This is an optimization exercise on Yosys and OpenROAD, whose aim is small area and a short achievable clock period, not a production implementation.
RTL that was checked went through simulation tests only; none was proved equivalent to the original.

// MACRegister
module MACRegister(
    input clk,
    input rst,
    input [1:0] opcode,
    input [15:0] a,
    input [15:0] b,
    output [31:0] dataOut
    );
Size: ~930 cells after synthesis, ~32 flip-flops, about 68 I/O pins, ~9000 µm² of cells after synthesis.
export LEC_CHECK = 0
export CAP_MARGIN = 20
export CORE_MARGIN = 2
export CORE_UTILIZATION = 55
export CTS_BUF_LIST = sky130_fd_sc_hd__clkbuf_4 sky130_fd_sc_hd__clkbuf_8
export PLACE_DENSITY = 0.75
export SETUP_SLACK_MARGIN = 1.0
export SLEW_MARGIN = 20
export SYNTH_HIERARCHICAL = 1
export SYNTH_MINIMUM_KEEP_SIZE = 0
create_clock -name core_clock -period 19.0 [get_ports {clk}]
standard.sh (not shown) runs the stock make flow with config.mk's settings and CLKGATE_MAP_FILE= SYNTH_SCRIPT=/design/flow/synth_recipe.tcl, a recipe that flattens the netlist after the stock synthesis.
==> flow/flow/run.sh <==
#!/bin/bash
# Standard ORFS layout, with buf_2 port buffers, and timing repair aiming for 11 ns of
# setup slack at the design's clock period (i.e. a tighter internal target).
set -euo pipefail
bash standard.sh "BUFFER_PORTS_ARGS=-buffer_cell sky130_fd_sc_hd__buf_2" "SETUP_SLACK_MARGIN=11" finish > make_finish.log 2>&1
The first run finished clean.
Next try:
==> flow/flow/run.sh (replaced) <==
#!/bin/bash
# Standard ORFS layout, with buf_2 port buffers, and timing repair aiming for 10.75 ns of
# setup slack at the design's clock period (i.e. a tighter internal target).
set -euo pipefail
bash standard.sh "BUFFER_PORTS_ARGS=-buffer_cell sky130_fd_sc_hd__buf_2" "SETUP_SLACK_MARGIN=10.75" finish > make_finish.log 2>&1
The changed run finished clean. Die area stays the same. Via count drops by 0.74%. Register-to-register slack got worse by 0.07 ns. Global-route usage stays flat. Hold slack barely changes. Maximum frequency drops by 2.2%.
Next try:
==> flow/flow/run.sh (replaced) <==
#!/bin/bash
# Standard ORFS layout, with buf_2 port buffers, and timing repair aiming for 10 ns of
# setup slack at the design's clock period (i.e. a tighter internal target).
set -euo pipefail
bash standard.sh "BUFFER_PORTS_ARGS=-buffer_cell sky130_fd_sc_hd__buf_2" "SETUP_SLACK_MARGIN=10" finish > make_finish.log 2>&1
CTS_BUF_LIST = not set   (was sky130_fd_sc_hd__clkbuf_4 sky130_fd_sc_hd__clkbuf_8)
Core utilization drops by 0.91 points.
Design area drops by 1.6%.

MACRegister again, from the RTL that the note above started with.
export LEC_CHECK = 0
export CAP_MARGIN = 20
export CORE_MARGIN = 2
export CORE_UTILIZATION = 65
export CTS_BUF_LIST = sky130_fd_sc_hd__clkbuf_4 sky130_fd_sc_hd__clkbuf_8
export PLACE_DENSITY = 0.85
export SETUP_SLACK_MARGIN = 1.0
export SLEW_MARGIN = 20
export SYNTH_HIERARCHICAL = 1
export SYNTH_MINIMUM_KEEP_SIZE = 0
create_clock -name core_clock -period 19.0 [get_ports {clk}]
==> flow/flow/run.sh <==
#!/bin/bash
# Standard ORFS layout, with buf_2 port buffers, and timing repair aiming for 10.75 ns of
# setup slack at the design's clock period (i.e. a tighter internal target).
set -euo pipefail
bash standard.sh "BUFFER_PORTS_ARGS=-buffer_cell sky130_fd_sc_hd__buf_2" "SETUP_SLACK_MARGIN=10.75" finish > make_finish.log 2>&1
The first run completed with no timing, DRC or antenna violations.
==> next run, changes <==
==> flow/flow/run.sh (replaced) <==
#!/bin/bash
# Standard ORFS layout, with buf_2 port buffers (buf_1 on the outputs, flow/outbuf.tcl after
# global placement), and timing repair aiming for 11 ns of setup slack at the design's clock
# period (a tighter internal target), working on the worst paths only (TNS_END_PERCENT=0).
set -euo pipefail
export POST_GLOBAL_PLACE_TCL="$(pwd)/flow/outbuf.tcl"
bash standard.sh "BUFFER_PORTS_ARGS=-buffer_cell sky130_fd_sc_hd__buf_2" "SETUP_SLACK_MARGIN=11" "TNS_END_PERCENT=0" finish > make_finish.log 2>&1
==> flow/flow/outbuf.tcl (new file) <==
# After global placement: the buffers that buffer_ports put on the output ports drive only
# the port's load, so give them drive strength 1.
set db [ord::get_db]
set small [$db findMaster sky130_fd_sc_hd__buf_1]
set n 0
foreach bterm [[ord::get_db_block] getBTerms] {
  if {[$bterm getIoType] ne "OUTPUT"} { continue }
  set net [$bterm getNet]
  foreach iterm [$net getITerms] {
    if {![$iterm isOutputSignal]} { continue }
    set inst [$iterm getInst]
    if {[string match sky130_fd_sc_hd__buf_* [[$inst getMaster] getName]]} {
      $inst swapMaster $small
      incr n
    }
  }
}
puts "outbuf.tcl: $n output port buffers set to buf_1"
CORE_UTILIZATION = 55   (was 65)
CTS_BUF_LIST = sky130_fd_sc_hd__clkbuf_8   (was sky130_fd_sc_hd__clkbuf_4 sky130_fd_sc_hd__clkbuf_8)
PLACE_DENSITY = 0.75   (was 0.85)
Effect: Die area climbs by 18%. Synthesized cell count does not change. Setup slack gains 0.18 ns.
==> next run, changes <==
==> flow/flow/run.sh (replaced) <==
#!/bin/bash
# Standard ORFS layout, with buf_2 port buffers (buf_1 on the outputs, flow/outbuf.tcl after
# global placement), and timing repair aiming for 11.25 ns of setup slack at the design's clock
# period (a tighter internal target), working on the worst paths only (TNS_END_PERCENT=0).
set -euo pipefail
export POST_GLOBAL_PLACE_TCL="$(pwd)/flow/outbuf.tcl"
bash standard.sh "BUFFER_PORTS_ARGS=-buffer_cell sky130_fd_sc_hd__buf_2" "SETUP_SLACK_MARGIN=11.25" "TNS_END_PERCENT=0" finish > make_finish.log 2>&1
After rerunning: Global-route usage climbs by 0.21 points. Worst setup slack improves by 0.091 ns. Wire length climbs by 0.60%. Die area stays the same. Cell area climbs by 0.98%. Fmax climbs by 1.2%. Synthesized cell count is unchanged. Synthesized area does not change. Register-to-register slack improves by 0.04 ns.
==> next run, changes <==
==> flow/flow/run.sh (replaced) <==
#!/bin/bash
# Standard ORFS layout, with the port buffers made of buf_2 cells instead of the default choice.
set -euo pipefail
bash standard.sh "BUFFER_PORTS_ARGS=-buffer_cell sky130_fd_sc_hd__buf_2" finish > make_finish.log 2>&1
CTS_BUF_LIST = unset   (was sky130_fd_sc_hd__clkbuf_8)
removed: flow/flow/outbuf.tcl
The changed run passed the timing, DRC and antenna checks.
Clock-buffer cell count decreases by 1.
Final cell count drops by 0.43%.
Non-clock buffer count went down by 5.
Fmax drops by 9.8%.
Wire length falls by 4.4%.
Sequential share of layout area came out higher by 0.25 points.

Starting RTL as in the previous note.
Design MACRegister, start of the top module:
module MACRegister(
    input clk,
    input rst,
    input [1:0] opcode,
    input [15:0] a,
    input [15:0] b,
    output [31:0] dataOut
    );
==> flow/config.mk <==
export PLATFORM = sky130hd
export DESIGN_NAME = MACRegister
export DESIGN_NICKNAME = MACRegister
export VERILOG_FILES = /design/flow/design.v
export SDC_FILE = /design/flow/constraint.sdc
export NUM_CORES = 4
export LEC_CHECK = 0
export CAP_MARGIN = 20
export CORE_MARGIN = 2
export CORE_UTILIZATION = 55
export PLACE_DENSITY = 0.75
export SETUP_SLACK_MARGIN = 1.0
export SLEW_MARGIN = 20
export SYNTH_HIERARCHICAL = 1
export SYNTH_MINIMUM_KEEP_SIZE = 0
==> flow/constraint.sdc <==
create_clock -name core_clock -period 19.0 [get_ports {clk}]
set_input_delay 3.8000 -clock core_clock [delete_from_list [all_inputs] [get_ports {clk}]]
set_output_delay 3.8000 -clock core_clock [all_outputs]
set_load 0.01 [all_outputs]
==> flow/flow/run.sh <==
#!/bin/bash
# Standard ORFS layout, with buf_1 port buffers, and timing repair aiming for 10.75 ns of
# setup slack at the design's clock period (i.e. a tighter internal target).
set -euo pipefail
bash standard.sh "BUFFER_PORTS_ARGS=-buffer_cell sky130_fd_sc_hd__buf_1" "SETUP_SLACK_MARGIN=10.75" finish > make_finish.log 2>&1
The starting point completed without violations.
Rerun with:
==> flow/flow/run.sh (replaced) <==
#!/bin/bash
# Standard ORFS layout, with buf_2 port buffers, and timing repair aiming for 11 ns of
# setup slack at the design's clock period (i.e. a tighter internal target).
set -euo pipefail
bash standard.sh "BUFFER_PORTS_ARGS=-buffer_cell sky130_fd_sc_hd__buf_2" "SETUP_SLACK_MARGIN=11" finish > make_finish.log 2>&1
Result: The new run finished clean; global-route usage is lower by 0.14 points; synthesized area is unchanged; count of clock-buffer cells in the layout does not change; wire length is lower by 2.1%; cell count is lower by 2.0%; setup slack improves by 230 ps; fmax is higher by 2.9%.
Rerun with:
==> flow/flow/run.sh (replaced) <==
#!/bin/bash
# Standard ORFS layout, with buf_2 port buffers; before floorplanning, logic cells are set to
# drive strength 1 (flow/downsize.tcl), and timing repair aims for 10.75 ns of setup slack at
# the design's clock period (a tighter internal target), sizing up only what needs it.
set -euo pipefail
export PRE_FLOORPLAN_TCL="$(pwd)/flow/downsize.tcl"
bash standard.sh "BUFFER_PORTS_ARGS=-buffer_cell sky130_fd_sc_hd__buf_2" "SETUP_SLACK_MARGIN=10.75" finish > make_finish.log 2>&1
==> flow/flow/downsize.tcl (new file) <==
# Before floorplanning: give every logic cell that synthesis sized up the drive strength 1 of
# its family (same function and pins). The timing repair later in the flow sizes up again
# only the cells on paths that need it. Flip-flops and clock cells are left alone.
set db [ord::get_db]
set n 0
foreach inst [[ord::get_db_block] getInsts] {
  set m [[$inst getMaster] getName]
  if {![regexp {^(sky130_fd_sc_hd__[a-z0-9]+)_([0-9]+)$} $m -> base sz]} { continue }
  if {$sz <= 1} { continue }
  if {[regexp {__(df|sdf|edf|dl|clk|buf|conb|tap|fill|decap)} $base]} { continue }
  set small [$db findMaster ${base}_1]
  if {$small eq "NULL" || $small eq ""} { continue }
  $inst swapMaster $small
  incr n
}
puts "downsize.tcl: $n cells set to drive strength 1"
Effect: Die area came out lower by 1.0%; cell count came out lower by 2.8%; routed wire length came out lower by 1.1%.

job 681:
Another version of the RTL of MACRegister (not shown whole).
Size: roughly 880 cells after synthesis, about 68 I/O pins, ~0.0087 mm² of cells after synthesis.
// MACRegister
module MACRegister(
    input clk,
    input rst,
    input [1:0] opcode,
    input [15:0] a,
    input [15:0] b,
    output [31:0] dataOut
    );
export LEC_CHECK = 0
export CAP_MARGIN = 20
export CORE_MARGIN = 2
export CORE_UTILIZATION = 40
export SETUP_SLACK_MARGIN = 1.0
export SLEW_MARGIN = 20
export SYNTH_HIERARCHICAL = 1
export SYNTH_MINIMUM_KEEP_SIZE = 0
create_clock -name core_clock -period 19.0 [get_ports {clk}]
==> flow/flow/run.sh <==
#!/bin/bash
# Standard ORFS layout, with the port buffers made of buf_1 cells instead of the default choice.
set -euo pipefail
bash standard.sh "BUFFER_PORTS_ARGS=-buffer_cell sky130_fd_sc_hd__buf_1" finish > make_finish.log 2>&1
Job 681 | stages: all done | timing, DRC, antenna: all pass
Changes in job 2877 relative to job 681:
==> flow/flow/run.sh <==
#!/bin/bash
# Standard ORFS layout, with the port buffers made of buf_4 cells instead of the default choice.
set -euo pipefail
bash standard.sh "BUFFER_PORTS_ARGS=-buffer_cell sky130_fd_sc_hd__buf_4" finish > make_finish.log 2>&1
==> results.txt <==
Job 2877 | stages: all done | timing, DRC, antenna: all pass
| via count of the first global-routing pass | job 2877 vs job 681 | about 6% higher |
Global-route wire length before repair delta for job 2877 relative to job 681: about 2.7% higher
Against job 681, the final cell area of job 2877 is higher.
Summary: worst slew slack as a fraction of its limit, job 2877 better than job 681
What job 9786 does differently from job 2877 at the input level:
==> flow/flow/run.sh <==
#!/bin/bash
# Standard ORFS layout, with the port buffers made of buf_2 cells instead of the default choice.
set -euo pipefail
bash standard.sh "BUFFER_PORTS_ARGS=-buffer_cell sky130_fd_sc_hd__buf_2" finish > make_finish.log 2>&1
Against job 2877, global-route wire length before repair in job 9786 fell by a few percent.
In terms of max-cap violation count, job 2877 and job 9786 differ only marginally.
Job 9786 vs job 2877 — clock-cell share of area dropped 0.32 points.
Comparing job 2877 with job 9786, the largest clock skew in the final design came out essentially unchanged.
Of job 9786 and job 2877, it is job 9786 that has the lower amount of wire on met3 after detailed routing.
Re maximum frequency: job 9786 is 1.7 MHz down on job 2877.
On met3 layer usage reported by global route: between job 9786 and job 2877, it ends up lower for job 9786.
Total detailed-routing wirelength (higher): job 2877
Job 9786 leaves less setup margin than job 2877.
Job 9786 vs. job 2877: global-route usage shrank by 0.77 points, final worst-path cycle share picked up an extra 0.86 points.
No run of this note included a check of the RTL's function; only the layout flow was run.

-- re-timing with driven ports --
In the flow no input, the clock included, has a driving cell. The finished layouts below were timed again as built, in two steps. Step 1, drivers: a clkbuf_16 drives clk and a buf_2 each remaining input, both assumed. Step 2 also shifts input and output timing later by t, the mid clock arrival at the registers, as if the neighbouring blocks saw the same clock. Slacks: no drivers / after step 1 / after step 2; pairs: no drivers / after step 1.
run	t (ns)	setup WS [ns]	hold WS [ns]
the first run of note 1	0.368	11.065 / 11.051 / 10.683	0.579 / 0.579 / 0.579
the second run of note 1	0.359	10.885 / 10.894 / 10.535	0.576 / 0.576 / 0.576
the third run of note 1	0.338	10.257 / 10.278 / 9.940	0.572 / 0.572 / 0.572
the first run of note 2	0.351	10.841 / 10.821 / 10.470	0.573 / 0.573 / 0.573
the second run of note 2	0.357	11.023 / 11.011 / 10.654	0.578 / 0.578 / 0.578
the third run of note 2	0.356	11.114 / 11.103 / 10.747	0.583 / 0.583 / 0.583
the fourth run of note 2	0.338	10.257 / 10.278 / 9.940	0.572 / 0.572 / 0.572
the first run of note 3	0.336	10.816 / 10.834 / 10.498	0.572 / 0.572 / 0.572
the second run of note 3	0.344	11.043 / 10.956 / 10.612	0.574 / 0.574 / 0.574
the third run of note 3	0.336	10.865 / 10.870 / 10.534	0.571 / 0.571 / 0.571
job 681	0.335	8.610 / 8.617 / 8.283	0.528 / 0.528 / 0.528
job 2877	0.342	9.227 / 9.242 / 8.900	0.526 / 0.526 / 0.526
job 9786	0.337	9.064 / 9.076 / 8.740	0.524 / 0.524 / 0.524
After both steps setup and hold are still met in every run listed. The setup slack of the second run of note 3, which loses most, moves by -0.087 ns with the drivers and by -0.431 ns with both steps.
